Background: an optimization exercise with open tools, aiming at small area and a short achievable clock period. Do not read the settings as production practice. RTL that was checked went through simulation tests only; none was proved equivalent to the original. No driver is modelled on the clock port, so clock power and skew are understated where the tree is cut down; a real chip needs a root buffer or a tree. No activity file was given, so power comes from the tool's default toggle rates.

==> flow/design.v <==
module fifo_module #(
    parameter WIDTH = 8,
    parameter DEPTH = 16,
    parameter ADDR_WIDTH = 4
) (
    input clk,
    input rst,
    input [WIDTH-1:0] data_in,
    input write_enable,
    input read_enable,
    output reg [WIDTH-1:0] data_out,
    output wire full,
    output wire empty
);
reg [WIDTH-1:0] fifo_mem [0:DEPTH-1];
reg [ADDR_WIDTH-1:0] write_ptr;
reg [ADDR_WIDTH-1:0] read_ptr;
reg[ADDR_WIDTH:0] count;
always @(posedge clk ) begin
    if(rst) begin
        write_ptr <=0;
    end
    else if (write_enable && !full) begin
        fifo_mem[write_ptr]<=data_in;
        write_ptr <= write_ptr +1;
    end
end
always @(posedge clk) begin
    if(rst) begin
        read_ptr <=0;
    end
    else if (read_enable && !empty) begin
        data_out <= fifo_mem[read_ptr];
        read_ptr <= read_ptr +1;
    end
end
always @(posedge clk ) begin
    if(rst) begin 
        count<=0;
    end
    else begin
        case({write_enable && !full, read_enable && !empty})
        2'b10: count <= count+1;
        2'b01: count <= count-1;
        default: count <= count;
        endcase
    end
end
assign full = (count == DEPTH);
assign empty = (count == 0);
endmodule
clock: 4.0 ns
lec_check: 0
cap_margin: 20
core_margin: 2
core_utilization: 40
slew_margin: 20
run.sh (not shown) runs the stock make flow with config.mk's settings and CLKGATE_MAP_FILE= SYNTH_SCRIPT=/design/flow/synth_recipe.tcl, a recipe that flattens the netlist after the stock synthesis.
Rerun with:
==> flow/design.v (replaced) <==
module fifo_module #(
    parameter WIDTH = 8,
    parameter DEPTH = 16,
    parameter ADDR_WIDTH = 4
) (
    input clk,
    input rst,
    input [WIDTH-1:0] data_in,
    input write_enable,
    input read_enable,
    output reg [WIDTH-1:0] data_out,
    output wire full,
    output wire empty
);
reg [WIDTH-1:0] mem [0:DEPTH-1];
reg [ADDR_WIDTH:0] head;
assign empty = head[ADDR_WIDTH];
assign full  = ~head[ADDR_WIDTH] & (&head[ADDR_WIDTH-1:0]);
wire do_write = write_enable & ~full;
wire do_read  = read_enable & ~empty;
integer i;
always @(posedge clk) begin
    if (do_write) begin
        mem[0] <= data_in;
        for (i = 1; i < DEPTH; i = i + 1)
            mem[i] <= mem[i-1];
    end
end
always @(posedge clk) begin
    if (do_read && !rst)
        data_out <= mem[head[ADDR_WIDTH-1:0]];
end
always @(posedge clk) begin
    if (rst)
        head <= {(ADDR_WIDTH+1){1'b1}};
    else if (do_write && !do_read)
        head <= head + 1'b1;
    else if (do_read && !do_write)
        head <= head - 1'b1;
end
endmodule
=>
- The new run produced a clean layout
- sequential power is higher by about 19%
- final cell count went up by about 1.4%
- synthesized area falls by about 3.2%
- total power increases by about 17%
- hold slack degrades by 0.11 ns

* * *

Another version of the RTL of fifo_module (not shown whole).
Size in the first run: ~350 cells after synthesis, about 150 flip-flops, about 22 I/O pins, roughly 6000 µm² of cells after synthesis.
==> module fifo_module, before the edit <==
module fifo_module #(
    parameter WIDTH = 8,
    parameter DEPTH = 16,
    parameter ADDR_WIDTH = 4
) (
    input clk,
    input rst,
    input [WIDTH-1:0] data_in,
    input write_enable,
    input read_enable,
    output reg [WIDTH-1:0] data_out,
    output reg full,
    output reg empty
);
reg [WIDTH-1:0] mem_n [0:DEPTH-1];    
reg [3:0] lo_n, hi_n;                 
reg full_q, empty_q;                  
wire [3:0] lo_d, hi_d;
wire empty_d, full_d, empty_o_d, full_o_d, dout_en;
wire [DEPTH-1:0] mem_en;
fm_ctrl u_ctrl (
    .we(write_enable), .re(read_enable), .rst(rst),
    .lo_n(lo_n), .hi_n(hi_n), .empty(empty_q), .full(full_q),
    .lo_d(lo_d), .hi_d(hi_d), .empty_d(empty_d), .full_d(full_d),
    .empty_o_d(empty_o_d), .full_o_d(full_o_d),
    .dout_en(dout_en)
);
always @(posedge clk) begin
    lo_n    <= lo_d;
    hi_n    <= hi_d;
    empty_q <= empty_d;
    full_q  <= full_d;
    empty   <= empty_o_d;
    full    <= full_o_d;
end
wire [WIDTH-1:0] din_n;
genvar k, b;
generate
    for (b = 0; b < WIDTH; b = b + 1) begin : g_din
        fm_inv u_inv (.a(data_in[b]), .y(din_n[b]));
    end
    for (k = 0; k < DEPTH; k = k + 1) begin : g_wen
        wire en_n;
        fm_nand2b u_en_n (.a_n(full_q), .b(write_enable), .y(en_n));
        fm_inv u_en (.a(en_n), .y(mem_en[k]));
    end
endgenerate
always @(posedge clk) begin
    if (mem_en[0])
        mem_n[0] <= din_n;
end
generate
    for (k = 1; k < DEPTH; k = k + 1) begin : g_shift
        always @(posedge clk) begin
            if (mem_en[k])
                mem_n[k] <= mem_n[k-1];
        end
    end
endgenerate
wire [DEPTH-1:0] sel;
generate
    for (k = 0; k < DEPTH; k = k + 1) begin : g_sel
        fm_nor2 u_sel (.a(lo_n[k % 4]), .b(hi_n[k / 4]), .y(sel[k]));
    end
endgenerate
wire [WIDTH-1:0] oldest, dout_d;
generate
    for (b = 0; b < WIDTH; b = b + 1) begin : g_rd
        wire [7:0] t;
        wire [1:0] z;
        for (k = 0; k < 8; k = k + 1) begin : g_t
            fm_a22oi u_t (.a1(sel[2*k]), .a2(mem_n[2*k][b]), .b1(sel[2*k+1]), .b2(mem_n[2*k+1][b]), .y(t[k]));
        end
        fm_nand4 u_z0 (.a(t[0]), .b(t[1]), .c(t[2]), .d(t[3]), .y(z[0]));
        fm_nand4 u_z1 (.a(t[4]), .b(t[5]), .c(t[6]), .d(t[7]), .y(z[1]));
        fm_nor2 u_o (.a(z[0]), .b(z[1]), .y(oldest[b]));
        fm_mux2 u_h (.a0(data_out[b]), .a1(oldest[b]), .s(dout_en), .y(dout_d[b]));
    end
endgenerate
always @(posedge clk) begin
    data_out <= dout_d;
end
endmodule
==> module fm_ctrl, before the edit <==
module fm_ctrl (
    input we, input re, input rst,
    input [3:0] lo_n, input [3:0] hi_n, input empty, input full,
    output [3:0] lo_d, output [3:0] hi_d, output empty_d, output full_d,
    output empty_o_d, output full_o_d,
    output dout_en
);
wire up, dn, hold, rst_n;
fm_updn u_updn (.we(we), .re(re), .empty(empty), .full(full), .up(up), .dn(dn), .hold(hold));
fm_inv u_rst (.a(rst), .y(rst_n));
wire [3:0] hi_inc, hi_dec;
genvar i;
generate
    for (i = 0; i < 4; i = i + 1) begin : g_hi
        fm_mux2 u_inc (.a0(hi_n[(i + 3) % 4]), .a1(hi_n[i]), .s(lo_n[3]), .y(hi_inc[i]));
        fm_mux2 u_dec (.a0(hi_n[(i + 1) % 4]), .a1(hi_n[i]), .s(lo_n[0]), .y(hi_dec[i]));
    end
endgenerate
wire [7:0] cur = {hi_n, lo_n};
wire [7:0] inc = {hi_inc, lo_n[2:0], lo_n[3]};
wire [7:0] dec = {hi_dec, lo_n[0], lo_n[3:1]};
wire [7:0] nxt;
generate
    for (i = 0; i < 8; i = i + 1) begin : g_h
        wire t0, t1;
        fm_a22oi u_t0 (.a1(up), .a2(inc[i]), .b1(dn), .b2(dec[i]), .y(t0));
        fm_nand2 u_t1 (.a(hold), .b(cur[i]), .y(t1));
        if (i % 4 == 3) begin : g_r0
            fm_a21oi u_o (.a1(t0), .a2(t1), .b1(rst), .y(nxt[i]));
        end else begin : g_r1
            fm_nand3 u_o (.a(t0), .b(t1), .c(rst_n), .y(nxt[i]));
        end
    end
endgenerate
assign lo_d = nxt[3:0];
assign hi_d = nxt[7:4];
wire h0, h14;
fm_nor2 u_h0 (.a(lo_n[0]), .b(hi_n[0]), .y(h0));
fm_nor2 u_h14 (.a(lo_n[2]), .b(hi_n[3]), .y(h14));
wire te, tf;
fm_a22oi u_te (.a1(empty), .a2(hold), .b1(dn), .b2(h0), .y(te));
fm_nand2 u_e (.a(te), .b(rst_n), .y(empty_d));
fm_nand2 u_eo (.a(te), .b(rst_n), .y(empty_o_d));
fm_a22oi u_tf (.a1(full), .a2(hold), .b1(up), .b2(h14), .y(tf));
fm_nor2  u_f (.a(tf), .b(rst), .y(full_d));
fm_nor2  u_fo (.a(tf), .b(rst), .y(full_o_d));
fm_nor3 u_den (.a(rst), .b(empty), .c(~re), .y(dout_en));
endmodule
==> module fm_nand2b, before the edit <==
module fm_nand2b (input a_n, input b, output y);
assign y = ~(~a_n & b);
endmodule
export LEC_CHECK = 0
export CAP_MARGIN = 20
export CORE_MARGIN = 2
export CORE_UTILIZATION = 60
export SETUP_SLACK_MARGIN = 2.45
export SLEW_MARGIN = 20
export SYNTH_HIERARCHICAL = 1
export SYNTH_MINIMUM_KEEP_SIZE = 0
create_clock -name core_clock -period 4.0 [get_ports {clk}]
standard.sh (not shown) runs the stock make flow with config.mk's settings and CLKGATE_MAP_FILE= SYNTH_SCRIPT=/design/flow/synth_recipe.tcl, a recipe that flattens the netlist after the stock synthesis.
==> flow/flow/run.sh <==
#!/bin/bash
# The standard layout, with three changes: port buffers of a fixed small
# cell, every cell downsized after floorplanning (the repair steps size up
# what needs it), and a clock tree built by hand in place of the tool's.
set -euo pipefail
FLOW_DIR=$(cd "$(dirname "${BASH_SOURCE[0]}")" && pwd)
export BUFFER_PORTS_ARGS="-buffer_cell sky130_fd_sc_hd__buf_2"
export POST_FLOORPLAN_TCL=$FLOW_DIR/downsize.tcl
export PRE_CTS_TCL=$FLOW_DIR/cts_pre.tcl
bash standard.sh > standard.log 2>&1
Other scripts of this flow, unchanged in this note and not shown: flow/flow/cts_pre.tcl, flow/flow/downsize.tcl, flow/flow/manual_cts.tcl
Edit:
--- a/flow/design.v
+++ b/flow/design.v
@@ -17,5 +17,5 @@
 reg full_q, empty_q;                  
 wire [3:0] lo_d, hi_d;
-wire empty_d, full_d, empty_o_d, full_o_d, dout_en;
+wire empty_d, full_d, dout_en;
 wire [DEPTH-1:0] mem_en;
 fm_ctrl u_ctrl (
@@ -23,5 +23,4 @@
     .lo_n(lo_n), .hi_n(hi_n), .empty(empty_q), .full(full_q),
     .lo_d(lo_d), .hi_d(hi_d), .empty_d(empty_d), .full_d(full_d),
-    .empty_o_d(empty_o_d), .full_o_d(full_o_d),
     .dout_en(dout_en)
 );
@@ -31,6 +30,6 @@
     empty_q <= empty_d;
     full_q  <= full_d;
-    empty   <= empty_o_d;
-    full    <= full_o_d;
+    empty   <= empty_d;
+    full    <= full_d;
 end
 wire [WIDTH-1:0] din_n;
@@ -41,7 +40,5 @@
     end
     for (k = 0; k < DEPTH; k = k + 1) begin : g_wen
-        wire en_n;
-        fm_nand2b u_en_n (.a_n(full_q), .b(write_enable), .y(en_n));
-        fm_inv u_en (.a(en_n), .y(mem_en[k]));
+        fm_nor2b u_en (.a(full_q), .b_n(write_enable), .y(mem_en[k]));
     end
 endgenerate
@@ -86,5 +83,4 @@
     input [3:0] lo_n, input [3:0] hi_n, input empty, input full,
     output [3:0] lo_d, output [3:0] hi_d, output empty_d, output full_d,
-    output empty_o_d, output full_o_d,
     output dout_en
 );
@@ -124,8 +120,6 @@
 fm_a22oi u_te (.a1(empty), .a2(hold), .b1(dn), .b2(h0), .y(te));
 fm_nand2 u_e (.a(te), .b(rst_n), .y(empty_d));
-fm_nand2 u_eo (.a(te), .b(rst_n), .y(empty_o_d));
 fm_a22oi u_tf (.a1(full), .a2(hold), .b1(up), .b2(h14), .y(tf));
 fm_nor2  u_f (.a(tf), .b(rst), .y(full_d));
-fm_nor2  u_fo (.a(tf), .b(rst), .y(full_o_d));
 fm_nor3 u_den (.a(rst), .b(empty), .c(~re), .y(dout_en));
 endmodule
@@ -153,7 +147,4 @@
 assign y = ~a & b_n;
 endmodule
-module fm_nand2b (input a_n, input b, output y);
-assign y = ~(~a_n & b);
-endmodule
 module fm_nand3 (input a, input b, input c, output y);
 assign y = ~(a & b & c);
The changed run finished with timing, DRC and antenna clean.
Hold slack stays flat.
Cell area fell by 0.70%.
Synthesized area stays flat.
Synthesized cell count drops by 5.7%.
Die area hardly moves.
No functional check of the RTL was part of the first run of this note. No run of this note takes its clock network from TritonCTS; it comes from the design's own scripts or RTL.

-- port drivers added, routing unchanged --
The flow's constraints put no driver on any port. The routed layouts listed below were extracted and timed again, unchanged, in two steps.
Step 1, drivers: a clkbuf_16 drives clk and a buf_2 each remaining input, both assumed.
Step 2 also shifts input and output timing later by t, the mid clock arrival at the registers, as if the neighbouring blocks saw the same clock.
Slacks: ideal ports / drivers / drivers and shift; pairs: ideal ports / drivers.
| run | t, ns | setup slack, ns | clock arrival spread, ns |
|---|---|---|---|
| the first run of note 1 | 0.456 | 0.813 / 0.813 / 0.687 | 0.010 / 0.009 |
| the second run of note 1 | 0.458 | 1.057 / 1.018 / 1.100 | 0.008 / 0.009 |
| the first run of note 2 | 0.284 | 2.483 / 2.408 / 2.246 | 0.016 / 0.017 |
| the second run of note 2 | 0.285 | 2.480 / 2.410 / 2.217 | 0.021 / 0.022 |
After both steps every run listed still meets setup and hold. For the second run of note 2, which loses most, drivers alone change the setup slack by -0.070 ns; drivers and shift together by -0.263 ns.
